This is an optimization exercise on Yosys and OpenROAD, whose aim is small area and a short achievable clock period, not a production implementation.
Where RTL was checked, it was by simulation tests only, not by an equivalence proof against the original.

==> module fpu_s2, before the edit <==
module fpu_s2 (
    input  logic [15:0] a,
    input  logic [15:0] b,
    input  logic        op_mul,
    input  logic        op_sub,
    input  logic [14:0] sum,
    input  logic        gsel,
    input  logic [11:0] m0,
    input  logic [12:0] m1,
    input  logic        c8,
    input  logic        st,
    output logic [15:0] y
);
    logic sa, sb, sbx;
    logic [4:0] ea, eb, eg;
    logic a_e1, b_e1, a_nan, b_nan, a_inf, b_inf, a_0, b_0;
    logic sg;
    assign sa = a[15];
    assign sb = b[15];
    assign sbx = sb ^ op_sub;
    assign ea = a[14:10];
    assign eb = b[14:10];
    assign a_e1 = &ea;
    assign b_e1 = &eb;
    assign a_nan = a_e1 & (|a[9:0]);
    assign b_nan = b_e1 & (|b[9:0]);
    assign a_inf = a_e1 & ~(|a[9:0]);
    assign b_inf = b_e1 & ~(|b[9:0]);
    assign a_0 = ~(|ea);
    assign b_0 = ~(|eb);
    logic [3:0] nsh;
    logic [14:0] w;
    logic [5:0] exp_a;
    logic ru_a, ovf_a, unf_a, cancel;
    assign eg = gsel ? ea : eb;
    assign sg = gsel ? sa : sbx;
    always_comb begin
        nsh = 4'd12;
        for (int i = 2; i <= 14; i++)
            if (sum[i]) nsh = 4'(14 - i);
    end
    assign w = sum << nsh;
    assign exp_a = {1'b0, eg} + 6'd1 - {2'b00, nsh};
    assign ru_a = w[3] & (w[4] | w[2] | w[1] | w[0]);
    assign ovf_a = sum[14] & (eg == 5'd30);
    assign unf_a = {1'b0, nsh} > eg;
    assign cancel = sum == 15'd0;
    logic [13:0] prod;
    logic p21, rb, pn8, pn12, ru_m, carry_m, quirk, ovf_m, unf_m;
    logic [9:0] m;
    logic [4:0] e_m;
    add14 uprod(.x({2'b01, m0}), .y({1'b0, m1}), .ci(c8), .s(prod), .co());
    assign p21 = prod[13];
    assign m    = p21 ? prod[12:3] : prod[11:2];
    assign rb   = p21 ? prod[2] : prod[1];
    assign pn8  = p21 ? prod[1] : prod[0];
    assign pn12 = p21 ? prod[5] : prod[4];
    assign ru_m = rb & (pn8 | st | pn12);
    assign carry_m = ru_m & (&m);
    logic [5:0] xe;
    logic [4:0] e0, e1;
    assign xe = {1'b0, ea} + {1'b0, eb};
    assign e0 = 5'(xe - 6'd15);
    assign e1 = 5'(xe - 6'd14);
    assign quirk = carry_m & (p21 ? xe >= 6'd29 : xe >= 6'd30);
    assign ovf_m = ~quirk & (p21 ? xe >= 6'd45 : xe >= 6'd46);
    assign unf_m = p21 ? (xe < 6'd14) | ((xe == 6'd14) & ~carry_m)
                       : (xe < 6'd15) | ((xe == 6'd15) & ~carry_m);
    assign e_m = quirk ? 5'd14 : (p21 ? e1 : e0);
    logic [14:0] pre, r15;
    logic ru, sgn, ovf, unf;
    assign pre = op_mul ? {e_m, m} : {exp_a[4:0], w[13:4]};
    assign ru  = op_mul ? ru_m : ru_a;
    inc15 uinc(.x(pre), .ci(ru), .s(r15));
    assign sgn = op_mul ? sa ^ sb : sg;
    assign ovf = op_mul ? ovf_m : ovf_a;
    assign unf = op_mul ? unf_m : unf_a;
    always_comb begin
        if (a_nan || b_nan)                               y = 16'hFFFF;
        else if (!op_mul && a_inf && b_inf && sa != sbx)  y = 16'hFFFF;
        else if (!op_mul && a_inf)                        y = a;
        else if (!op_mul && b_inf)                        y = {sbx, b[14:0]};
        else if (op_mul && (a_inf || b_inf))              y = {sa ^ sb, 15'h7C00};
        else if (!op_mul && a_0 && b_0)                   y = 16'd0;
        else if (!op_mul && a_0)                          y = {sbx, b[14:0]};
        else if (op_mul && (a_0 || b_0))                  y = 16'd0;
        else if (!op_mul && b_0)                          y = {sa ^ op_sub, a[14:0]};
        else if (!op_mul && cancel)                       y = 16'd0;
        else if (ovf)                                     y = {sgn, 15'h7C00};
        else if (unf)                                     y = {sgn, 15'h0000};
        else                                              y = {sgn, r15};
    end
endmodule
export LEC_CHECK = 0
export CAP_MARGIN = 20
export CORE_MARGIN = 2
export CORE_UTILIZATION = 40
export SETUP_SLACK_MARGIN = 4.5
export SLEW_MARGIN = 20
export SYNTH_HIERARCHICAL = 1
export SYNTH_MINIMUM_KEEP_SIZE = 0
create_clock -name core_clock -period 8.0 [get_ports {clock}]
run.sh (not shown) runs the stock make flow with config.mk's settings and CLKGATE_MAP_FILE= SYNTH_SCRIPT=/design/flow/synth_recipe.tcl, a recipe that flattens the netlist after the stock synthesis.
Next try:
--- a/flow/design.v
+++ b/flow/design.v
@@ -94,6 +94,7 @@
     logic [13:0] prod;
     logic p21, rb, pn8, pn12, ru_m, carry_m, quirk, ovf_m, unf_m;
     logic [9:0] m;
+    logic [5:0] x;
     logic [4:0] e_m;
     add14 uprod(.x({2'b01, m0}), .y({1'b0, m1}), .ci(c8), .s(prod), .co());
     assign p21 = prod[13];
@@ -103,16 +104,11 @@
     assign pn12 = p21 ? prod[5] : prod[4];
     assign ru_m = rb & (pn8 | st | pn12);
     assign carry_m = ru_m & (&m);
-    logic [5:0] xe;
-    logic [4:0] e0, e1;
-    assign xe = {1'b0, ea} + {1'b0, eb};
-    assign e0 = 5'(xe - 6'd15);
-    assign e1 = 5'(xe - 6'd14);
-    assign quirk = carry_m & (p21 ? xe >= 6'd29 : xe >= 6'd30);
-    assign ovf_m = ~quirk & (p21 ? xe >= 6'd45 : xe >= 6'd46);
-    assign unf_m = p21 ? (xe < 6'd14) | ((xe == 6'd14) & ~carry_m)
-                       : (xe < 6'd15) | ((xe == 6'd15) & ~carry_m);
-    assign e_m = quirk ? 5'd14 : (p21 ? e1 : e0);
+    assign x = {1'b0, ea} + {1'b0, eb} + {5'd0, p21};
+    assign quirk = carry_m & (x >= 6'd30);
+    assign ovf_m = ~quirk & (x >= 6'd46);
+    assign unf_m = (x < 6'd15) | ((x == 6'd15) & ~carry_m);
+    assign e_m = quirk ? 5'd14 : 5'(x - 6'd15);
     logic [14:0] pre, r15;
     logic ru, sgn, ovf, unf;
     assign pre = op_mul ? {e_m, m} : {exp_a[4:0], w[13:4]};
Wire length decreases by 2.9%. Register-to-register slack loses 0.37 ns. Die area decreases by 3.1%. Clock skew stays flat. Clock-buffer cell count is unchanged. Final cell count decreases by 1.7%.
Only the layout flow was run in the second run of this note; the RTL was not checked for function there.

* * *

top with an RTL version that a note above also has.
For scale: about 22 I/O pins, about 11000 um^2 of cells after synthesis.
==> module fpu_s2, before the edit <==
module fpu_s2 (
    input  logic [15:0] a,
    input  logic [15:0] b,
    input  logic        op_mul,
    input  logic        op_sub,
    input  logic [14:0] sum,
    input  logic        gsel,
    input  logic [11:0] m0,
    input  logic [12:0] m1,
    input  logic        c8,
    input  logic        st,
    output logic [15:0] y
);
    logic sa, sb, sbx;
    logic [4:0] ea, eb, eg;
    logic a_e1, b_e1, a_nan, b_nan, a_inf, b_inf, a_0, b_0;
    logic sg;
    assign sa = a[15];
    assign sb = b[15];
    assign sbx = sb ^ op_sub;
    assign ea = a[14:10];
    assign eb = b[14:10];
    assign a_e1 = &ea;
    assign b_e1 = &eb;
    assign a_nan = a_e1 & (|a[9:0]);
    assign b_nan = b_e1 & (|b[9:0]);
    assign a_inf = a_e1 & ~(|a[9:0]);
    assign b_inf = b_e1 & ~(|b[9:0]);
    assign a_0 = ~(|ea);
    assign b_0 = ~(|eb);
    logic [3:0] nsh;
    logic [14:0] w;
    logic [5:0] exp_a;
    logic ru_a, ovf_a, unf_a, cancel;
    assign eg = gsel ? ea : eb;
    assign sg = gsel ? sa : sbx;
    always_comb begin
        nsh = 4'd12;
        for (int i = 2; i <= 14; i++)
            if (sum[i]) nsh = 4'(14 - i);
    end
    assign w = sum << nsh;
    assign exp_a = {1'b0, eg} + 6'd1 - {2'b00, nsh};
    assign ru_a = w[3] & (w[4] | w[2] | w[1] | w[0]);
    assign ovf_a = sum[14] & (eg == 5'd30);
    assign unf_a = {1'b0, nsh} > eg;
    assign cancel = sum == 15'd0;
    logic [13:0] prod;
    logic p21, rb, pn8, pn12, ru_m, carry_m, quirk, ovf_m, unf_m;
    logic [9:0] m;
    logic [5:0] x;
    logic [4:0] e_m;
    add14 uprod(.x({2'b01, m0}), .y({1'b0, m1}), .ci(c8), .s(prod), .co());
    assign p21 = prod[13];
    assign m    = p21 ? prod[12:3] : prod[11:2];
    assign rb   = p21 ? prod[2] : prod[1];
    assign pn8  = p21 ? prod[1] : prod[0];
    assign pn12 = p21 ? prod[5] : prod[4];
    assign ru_m = rb & (pn8 | st | pn12);
    assign carry_m = ru_m & (&m);
    assign x = {1'b0, ea} + {1'b0, eb} + {5'd0, p21};
    assign quirk = carry_m & (x >= 6'd30);
    assign ovf_m = ~quirk & (x >= 6'd46);
    assign unf_m = (x < 6'd15) | ((x == 6'd15) & ~carry_m);
    assign e_m = quirk ? 5'd14 : 5'(x - 6'd15);
    logic [14:0] pre, r15;
    logic ru, sgn, ovf, unf;
    assign pre = op_mul ? {e_m, m} : {exp_a[4:0], w[13:4]};
    assign ru  = op_mul ? ru_m : ru_a;
    inc15 uinc(.x(pre), .ci(ru), .s(r15));
    assign sgn = op_mul ? sa ^ sb : sg;
    assign ovf = op_mul ? ovf_m : ovf_a;
    assign unf = op_mul ? unf_m : unf_a;
    always_comb begin
        if (a_nan || b_nan)                               y = 16'hFFFF;
        else if (!op_mul && a_inf && b_inf && sa != sbx)  y = 16'hFFFF;
        else if (!op_mul && a_inf)                        y = a;
        else if (!op_mul && b_inf)                        y = {sbx, b[14:0]};
        else if (op_mul && (a_inf || b_inf))              y = {sa ^ sb, 15'h7C00};
        else if (!op_mul && a_0 && b_0)                   y = 16'd0;
        else if (!op_mul && a_0)                          y = {sbx, b[14:0]};
        else if (op_mul && (a_0 || b_0))                  y = 16'd0;
        else if (!op_mul && b_0)                          y = {sa ^ op_sub, a[14:0]};
        else if (!op_mul && cancel)                       y = 16'd0;
        else if (ovf)                                     y = {sgn, 15'h7C00};
        else if (unf)                                     y = {sgn, 15'h0000};
        else                                              y = {sgn, r15};
    end
endmodule
Settings: LEC_CHECK=0, CAP_MARGIN=20, CORE_MARGIN=2, CORE_UTILIZATION=40, SETUP_SLACK_MARGIN=3.5, SLEW_MARGIN=20, SYNTH_HIERARCHICAL=1, SYNTH_MINIMUM_KEEP_SIZE=0; clock period 8.0 ns.
Next try:
--- a/flow/design.v
+++ b/flow/design.v
@@ -91,27 +91,31 @@
     assign ovf_a = sum[14] & (eg == 5'd30);
     assign unf_a = {1'b0, nsh} > eg;
     assign cancel = sum == 15'd0;
     logic [13:0] prod;
     logic p21, rb, pn8, pn12, ru_m, carry_m, quirk, ovf_m, unf_m;
     logic [9:0] m;
-    logic [5:0] x;
     logic [4:0] e_m;
     add14 uprod(.x({2'b01, m0}), .y({1'b0, m1}), .ci(c8), .s(prod), .co());
     assign p21 = prod[13];
     assign m    = p21 ? prod[12:3] : prod[11:2];
     assign rb   = p21 ? prod[2] : prod[1];
     assign pn8  = p21 ? prod[1] : prod[0];
     assign pn12 = p21 ? prod[5] : prod[4];
     assign ru_m = rb & (pn8 | st | pn12);
     assign carry_m = ru_m & (&m);
-    assign x = {1'b0, ea} + {1'b0, eb} + {5'd0, p21};
-    assign quirk = carry_m & (x >= 6'd30);
-    assign ovf_m = ~quirk & (x >= 6'd46);
-    assign unf_m = (x < 6'd15) | ((x == 6'd15) & ~carry_m);
-    assign e_m = quirk ? 5'd14 : 5'(x - 6'd15);
+    logic [5:0] xe;
+    logic [4:0] e0, e1;
+    assign xe = {1'b0, ea} + {1'b0, eb};
+    assign e0 = 5'(xe - 6'd15);
+    assign e1 = 5'(xe - 6'd14);
+    assign quirk = carry_m & (p21 ? xe >= 6'd29 : xe >= 6'd30);
+    assign ovf_m = ~quirk & (p21 ? xe >= 6'd45 : xe >= 6'd46);
+    assign unf_m = p21 ? (xe < 6'd14) | ((xe == 6'd14) & ~carry_m)
+                       : (xe < 6'd15) | ((xe == 6'd15) & ~carry_m);
+    assign e_m = quirk ? 5'd14 : (p21 ? e1 : e0);
     logic [14:0] pre, r15;
     logic ru, sgn, ovf, unf;
     assign pre = op_mul ? {e_m, m} : {exp_a[4:0], w[13:4]};
     assign ru  = op_mul ? ru_m : ru_a;
     inc15 uinc(.x(pre), .ci(ru), .s(r15));
     assign sgn = op_mul ? sa ^ sb : sg;
=> Final area goes up by 1.7%; global-route usage came out higher by 0.23 points; setup slack improves by 0.36 ns; register-to-register slack improves by 0.38 ns; synthesized cell count grows by 3.4%; count of clock-buffer cells in the layout is unchanged; sequential share of layout area hardly moves.
For the first run of this note, only the layout was checked, not whether the RTL still works.

-- separate check: timing with driven ports --
Ports are ideal in the flow. The routed layouts listed here were re-timed in OpenROAD.
Step 1, drivers: a clkbuf_16 drives clock and a buf_2 each remaining input, both assumed.
Step 2 moves the port delays by t, midway between the first and last clock arrival at a register: inputs arrive t later, outputs are due t later. That takes back most of the time a late clock gives input paths.
Three values: no drivers, after step 1, after step 2; two values: the first two.
run	t (ns)	setup WS [ns]	worst hold slack (ns)	worst register clock-pin slew, ns	worst data-port slew with drivers (ns)
the first run of note 1	0.406	3.701 / 3.701 / 3.347	0.560 / 0.560 / 0.560	0.07 / 0.07	0.03
the second run of note 1	0.405	3.332 / 3.332 / 3.206	0.558 / 0.558 / 0.558	0.08 / 0.08	0.04
the first run of note 2	0.406	3.277 / 3.277 / 3.254	0.558 / 0.558 / 0.558	0.08 / 0.08	0.03
the second run of note 2	0.414	3.635 / 3.656 / 3.250	0.562 / 0.562 / 0.562	0.08 / 0.08	0.03
After both steps every run listed still meets setup and hold. For the second run of note 2, which loses most, drivers alone change the setup slack by +0.021 ns; drivers and shift together by -0.385 ns.
